Context: an optimization exercise on an open-source flow, tuned for small area and a short achievable clock period. The choices shown serve that exercise and are no tape-out recipe.
Where RTL was checked, it was by simulation tests only, not by an equivalence proof against the original.
Power and IR drop assume default switching activity.

==> 12-19 <==
// Axi4SharedSdramCtrl
module Axi4SharedSdramCtrl (
  input               io_axi_arw_valid,
  output reg          io_axi_arw_ready,
  input      [22:0]   io_axi_arw_payload_addr,
  input      [3:0]    io_axi_arw_payload_id,
  input      [7:0]    io_axi_arw_payload_len,
  input      [2:0]    io_axi_arw_payload_size,
  input      [1:0]    io_axi_arw_payload_burst,
  input               io_axi_arw_payload_write,
  input               io_axi_w_valid,
  output              io_axi_w_ready,
  input      [31:0]   io_axi_w_payload_data,
  input      [3:0]    io_axi_w_payload_strb,
  input               io_axi_w_payload_last,
  output              io_axi_b_valid,
  input               io_axi_b_ready,
  output     [3:0]    io_axi_b_payload_id,
  output     [1:0]    io_axi_b_payload_resp,
  output              io_axi_r_valid,
  input               io_axi_r_ready,
  output     [31:0]   io_axi_r_payload_data,
  output     [3:0]    io_axi_r_payload_id,
  output     [1:0]    io_axi_r_payload_resp,
  output              io_axi_r_payload_last,
  output     [10:0]   io_sdram_ADDR,
  output     [1:0]    io_sdram_BA,
  input      [31:0]   io_sdram_DQ_read,
  output     [31:0]   io_sdram_DQ_write,
  output     [31:0]   io_sdram_DQ_writeEnable,
  output     [3:0]    io_sdram_DQM,
  output              io_sdram_CASn,
  output              io_sdram_CKE,
  output              io_sdram_CSn,
  output              io_sdram_RASn,
  output              io_sdram_WEn,
  input               io_axiClk,
  input               resetCtrl_axiReset
);
clock: 10.0 ns
lec_check: 0
cap_margin: 20
core_margin: 2
core_utilization: 40
slew_margin: 20
run.sh (not shown) runs the stock make flow with config.mk's settings and CLKGATE_MAP_FILE= SYNTH_SCRIPT=/design/flow/synth_recipe.tcl, a recipe that flattens the netlist after the stock synthesis.
==> inputs of 03-21, as changes to 12-19 <==
--- a/flow/config.mk
+++ b/flow/config.mk
@@ -8,4 +8,5 @@
 export CAP_MARGIN = 20
 export CORE_MARGIN = 2
 export CORE_UTILIZATION = 40
+export SETUP_SLACK_MARGIN = 5
 export SLEW_MARGIN = 20
==> inputs of 11-20, as changes to 12-19 <==
--- a/flow/config.mk
+++ b/flow/config.mk
@@ -8,4 +8,5 @@
 export CAP_MARGIN = 20
 export CORE_MARGIN = 2
 export CORE_UTILIZATION = 40
+export SETUP_SLACK_MARGIN = 3
 export SLEW_MARGIN = 20
==> comparison table <==
Non-Filler Cell Area, Final: 03-21 23,400 um2; 12-19 22,800 um2; 11-20 23,000 um2
Fraction of area in clock buffers and inverters: 03-21 0.0625; 12-19 0.0629; 11-20 0.0623
Inst Count DP: 03-21 2,200; 12-19 2,199; 11-20 2,199
Flop pwr share: 03-21 0.431; 12-19 0.437; 11-20 0.437
Routability congestion estimate: 03-21 0.828; 12-19 0.820; 11-20 0.820
Clk_buf instances: 03-21 57; 12-19 62; 11-20 62
Critical Path End: 03-21 io_axi_w_ready; 12-19 io_axi_arw_ready; 11-20 io_axi_arw_ready
Leakage power of the design: 03-21 8.83 nW; 12-19 8.63 nW; 11-20 8.71 nW
Comb pwr share: 03-21 0.204; 12-19 0.206; 11-20 0.206
Buffer share of cell area: 03-21 0.120; 12-19 0.111; 11-20 0.115
Final Instance Count excl. Fillers: 03-21 2,316; 12-19 2,280; 11-20 2,289
Origin of the critical flop-to-flop path: 03-21 ctrl.frontend_rsp_m2sPipe_rData_task[1]; 12-19 unburstify_buffer_transaction_size[1]; 11-20 ctrl.frontend_rsp_m2sPipe_rData_task[0]
Final net count: 03-21 1,848; 12-19 1,814; 11-20 1,823
Crit share post-route: 03-21 0.665; 12-19 0.858; 11-20 0.694
Routed Wire Length: 03-21 43,600 um; 12-19 42,700 um; 11-20 43,300 um
Met1 routing resource usage after global routing: 03-21 0.243; 12-19 0.238; 11-20 0.240
Worst hold margin: 03-21 357 ps; 12-19 359 ps; 11-20 359 ps
Status: 03-21 timing/DRC/antenna clean; 12-19 timing/DRC/antenna clean; 11-20 timing/DRC/antenna clean
Number of vias after detailed routing: 03-21 12,100; 12-19 11,900; 11-20 12,000
Multi-input gate share of total cell area: 03-21 0.274; 12-19 0.269; 11-20 0.272
Number of global-route vias before repair: 03-21 11,500; 12-19 11,700; 11-20 11,700
PwrDens: 03-21 193 nW/um2; 12-19 196 nW/um2; 11-20 194 nW/um2
Sequential cell area: 03-21 11,700 um2; 12-19 11,700 um2; 11-20 11,700 um2
Internal portion of total power: 03-21 0.00332 W; 12-19 0.00327 W; 11-20 0.00327 W
Util after Layout: 03-21 0.514; 12-19 0.501; 11-20 0.506
Switching share of total power: 03-21 0.267; 12-19 0.268; 11-20 0.268

---

==> inputs of run Y <==
Axi4SharedSdramCtrl, a different RTL version from the one above (not shown whole).
==> module Axi4SharedSdramCtrl_ready, before the edit <==
module Axi4SharedSdramCtrl_ready (
  input      [10:0] in_row,
  input      [1:0]  in_bank,
  input      [10:0] row0,
  input      [10:0] row1,
  input      [10:0] row2,
  input      [10:0] row3,
  input      [3:0]  in_q,
  input             ub_go,
  input             arw_valid,
  input             arw_write,
  input             w_valid,
  input             b_valid,
  input             b_ready,
  output     [3:0]  eq_in,
  output            arw_ready,
  output            w_ready
);
  wire [3:0] in_dec = 4'b0001 << in_bank;
  wire [3:0] t;
  Axi4SharedSdramCtrl_bankhit bank0 (.row(row0), .in_row(in_row), .qd(in_q[0] & in_dec[0]), .eq(eq_in[0]), .t(t[0]));
  Axi4SharedSdramCtrl_bankhit bank1 (.row(row1), .in_row(in_row), .qd(in_q[1] & in_dec[1]), .eq(eq_in[1]), .t(t[1]));
  Axi4SharedSdramCtrl_bankhit bank2 (.row(row2), .in_row(in_row), .qd(in_q[2] & in_dec[2]), .eq(eq_in[2]), .t(t[2]));
  Axi4SharedSdramCtrl_bankhit bank3 (.row(row3), .in_row(in_row), .qd(in_q[3] & in_dec[3]), .eq(eq_in[3]), .t(t[3]));
  wire       in_go = |t;
  wire       wrsp_ready = ~b_valid | b_ready;
  assign arw_ready = in_go & (~arw_write | (w_valid & wrsp_ready));
  assign w_ready   = wrsp_ready & (ub_go | (in_go & arw_valid & arw_write));
endmodule
==> module Axi4SharedSdramCtrl_bankhit, before the edit <==
module Axi4SharedSdramCtrl_bankhit (
  input      [10:0] row,
  input      [10:0] in_row,
  input             qd,
  output            eq,
  output            t
);
  assign eq = (row == in_row);
  assign t  = qd & eq;
endmodule
clock: 10.0 ns
lec_check: 0
cap_margin: 20
core_margin: 2
core_utilization: 55
cts_buf_list: sky130_fd_sc_hd__clkbuf_16
cts_cluster_diameter: 100
cts_cluster_size: 30
setup_slack_margin: 5
slew_margin: 20
synth_hierarchical: 1
synth_minimum_keep_size: 0
standard.sh (not shown) runs the stock make flow with config.mk's settings and CLKGATE_MAP_FILE= SYNTH_SCRIPT=/design/flow/synth_recipe.tcl, a recipe that flattens the netlist after the stock synthesis.
==> flow/flow/run.sh <==
#!/bin/bash
# Standard ORFS layout (the standard.sh) with two changes:
#  - port buffers are inserted as the smallest plain buffer instead of the
#    default delay-buffer cell; repair_design / repair_timing then size them;
#  - clock tree synthesis without dummy load cells.
set -euo pipefail
bash standard.sh \
  "BUFFER_PORTS_ARGS=-buffer_cell sky130_fd_sc_hd__buf_1" \
  "CTS_ARGS=-sink_clustering_enable -repair_clock_nets -sink_clustering_size 30 -sink_clustering_max_diameter 100 -buf_list sky130_fd_sc_hd__clkbuf_16 -dont_use_dummy_load" \
  finish > standard_make.log 2>&1
==> run E: changes against run Y <==
--- a/flow/design.v
+++ b/flow/design.v
@@ -474,9 +474,5 @@
 );
+  assign eq_in = {row3 == in_row, row2 == in_row, row1 == in_row, row0 == in_row};
   wire [3:0] in_dec = 4'b0001 << in_bank;
-  wire [3:0] t;
-  Axi4SharedSdramCtrl_bankhit bank0 (.row(row0), .in_row(in_row), .qd(in_q[0] & in_dec[0]), .eq(eq_in[0]), .t(t[0]));
-  Axi4SharedSdramCtrl_bankhit bank1 (.row(row1), .in_row(in_row), .qd(in_q[1] & in_dec[1]), .eq(eq_in[1]), .t(t[1]));
-  Axi4SharedSdramCtrl_bankhit bank2 (.row(row2), .in_row(in_row), .qd(in_q[2] & in_dec[2]), .eq(eq_in[2]), .t(t[2]));
-  Axi4SharedSdramCtrl_bankhit bank3 (.row(row3), .in_row(in_row), .qd(in_q[3] & in_dec[3]), .eq(eq_in[3]), .t(t[3]));
-  wire       in_go = |t;
+  wire       in_go = |(in_q & in_dec & eq_in);
   wire       wrsp_ready = ~b_valid | b_ready;
@@ -485,11 +481 @@
 endmodule
-module Axi4SharedSdramCtrl_bankhit (
-  input      [10:0] row,
-  input      [10:0] in_row,
-  input             qd,
-  output            eq,
-  output            t
-);
-  assign eq = (row == in_row);
-  assign t  = qd & eq;
-endmodule
- CORE_UTILIZATION: 55 -> 45
==> comparison table <==
	run E	run Y
Area share of and/or/nand/nor cells after synthesis	0.105	0.105
Tot GR Track Use	0.173	0.209
Routed length per instance	17.6 µm	18.4 µm
Flip-flop and latch share of the layout cell area	0.575	0.579
Longest individual stage delay on the worst path	0.34 ns	0.41 ns
Post-Layout Inst Area	19700 µm²	19600 µm²
Crit path depth	7	8
Cell-internal power	2.29 mW	2.29 mW
Sum of net half-perimeters after detailed placement	24900 µm	24000 µm
P_leak	7.24 nW	7.23 nW
Worst setup slack after placement	4.33 ns	4.37 ns
Number of vias in the routed layout	10.8k	10.7k
First-pass GRT wire length	57000 µm	55700 µm
Result of the run	complete, no violations	complete, no violations
Clock latency at the later pin of the worst-skew pair	0.54 ns	0.52 ns
Routed wl met3	1880 µm	1860 µm
Fraction of final layout cells sized beyond drive strength 1	0.0873	0.0834
Clock buffers and inverters, area share	0.0216	0.0217
Dpl cell area	19000 µm²	18900 µm²
Vias in the first global route	10.6k	10.3k
Post-synthesis adder-cell area fraction	0.0353	0.0353
Final core utilization	0.508	0.617
Antenna Cells	0	1
The RTL of run Y was laid out without a check of its function.

[separate check: timing with driven ports]
The results above use ideal ports. As a check the final layouts listed here were re-extracted and re-timed, cells and wires unchanged.
Step 1: set_driving_cell puts a clkbuf_16 on io_axiClk and a buf_2 on each other input, an assumption about the parent block.
Step 2 also shifts input and output timing later by t, the mid clock arrival at the registers, as if the neighbouring blocks saw the same clock.
a / b / c = no drivers / after step 1 / after step 2; a / b = the first two.
run	shift t [ns]	slack for setup (ns)	worst hold slack (ns)	clock arrival spread, ns	cell pins on the clock port's net
12-19	0.625	1.418 / 1.379 / 1.379	0.359 / 0.359 / 0.359	0.031 / 0.031	1
03-21	0.633	3.348 / 3.292 / 3.292	0.357 / 0.357 / 0.357	0.016 / 0.016	1
11-20	0.625	3.058 / 3.037 / 3.037	0.359 / 0.359 / 0.359	0.029 / 0.029	1
run Y	0.557	4.603 / 4.550 / 4.550	0.417 / 0.417 / 0.417	0.038 / 0.039	1
run E	0.568	4.716 / 4.663 / 4.663	0.387 / 0.387 / 0.387	0.066 / 0.065	1
After both steps setup and hold are still met in every run listed. For 03-21, which loses most, drivers alone change the setup slack by -0.056 ns; drivers and shift together by -0.056 ns.
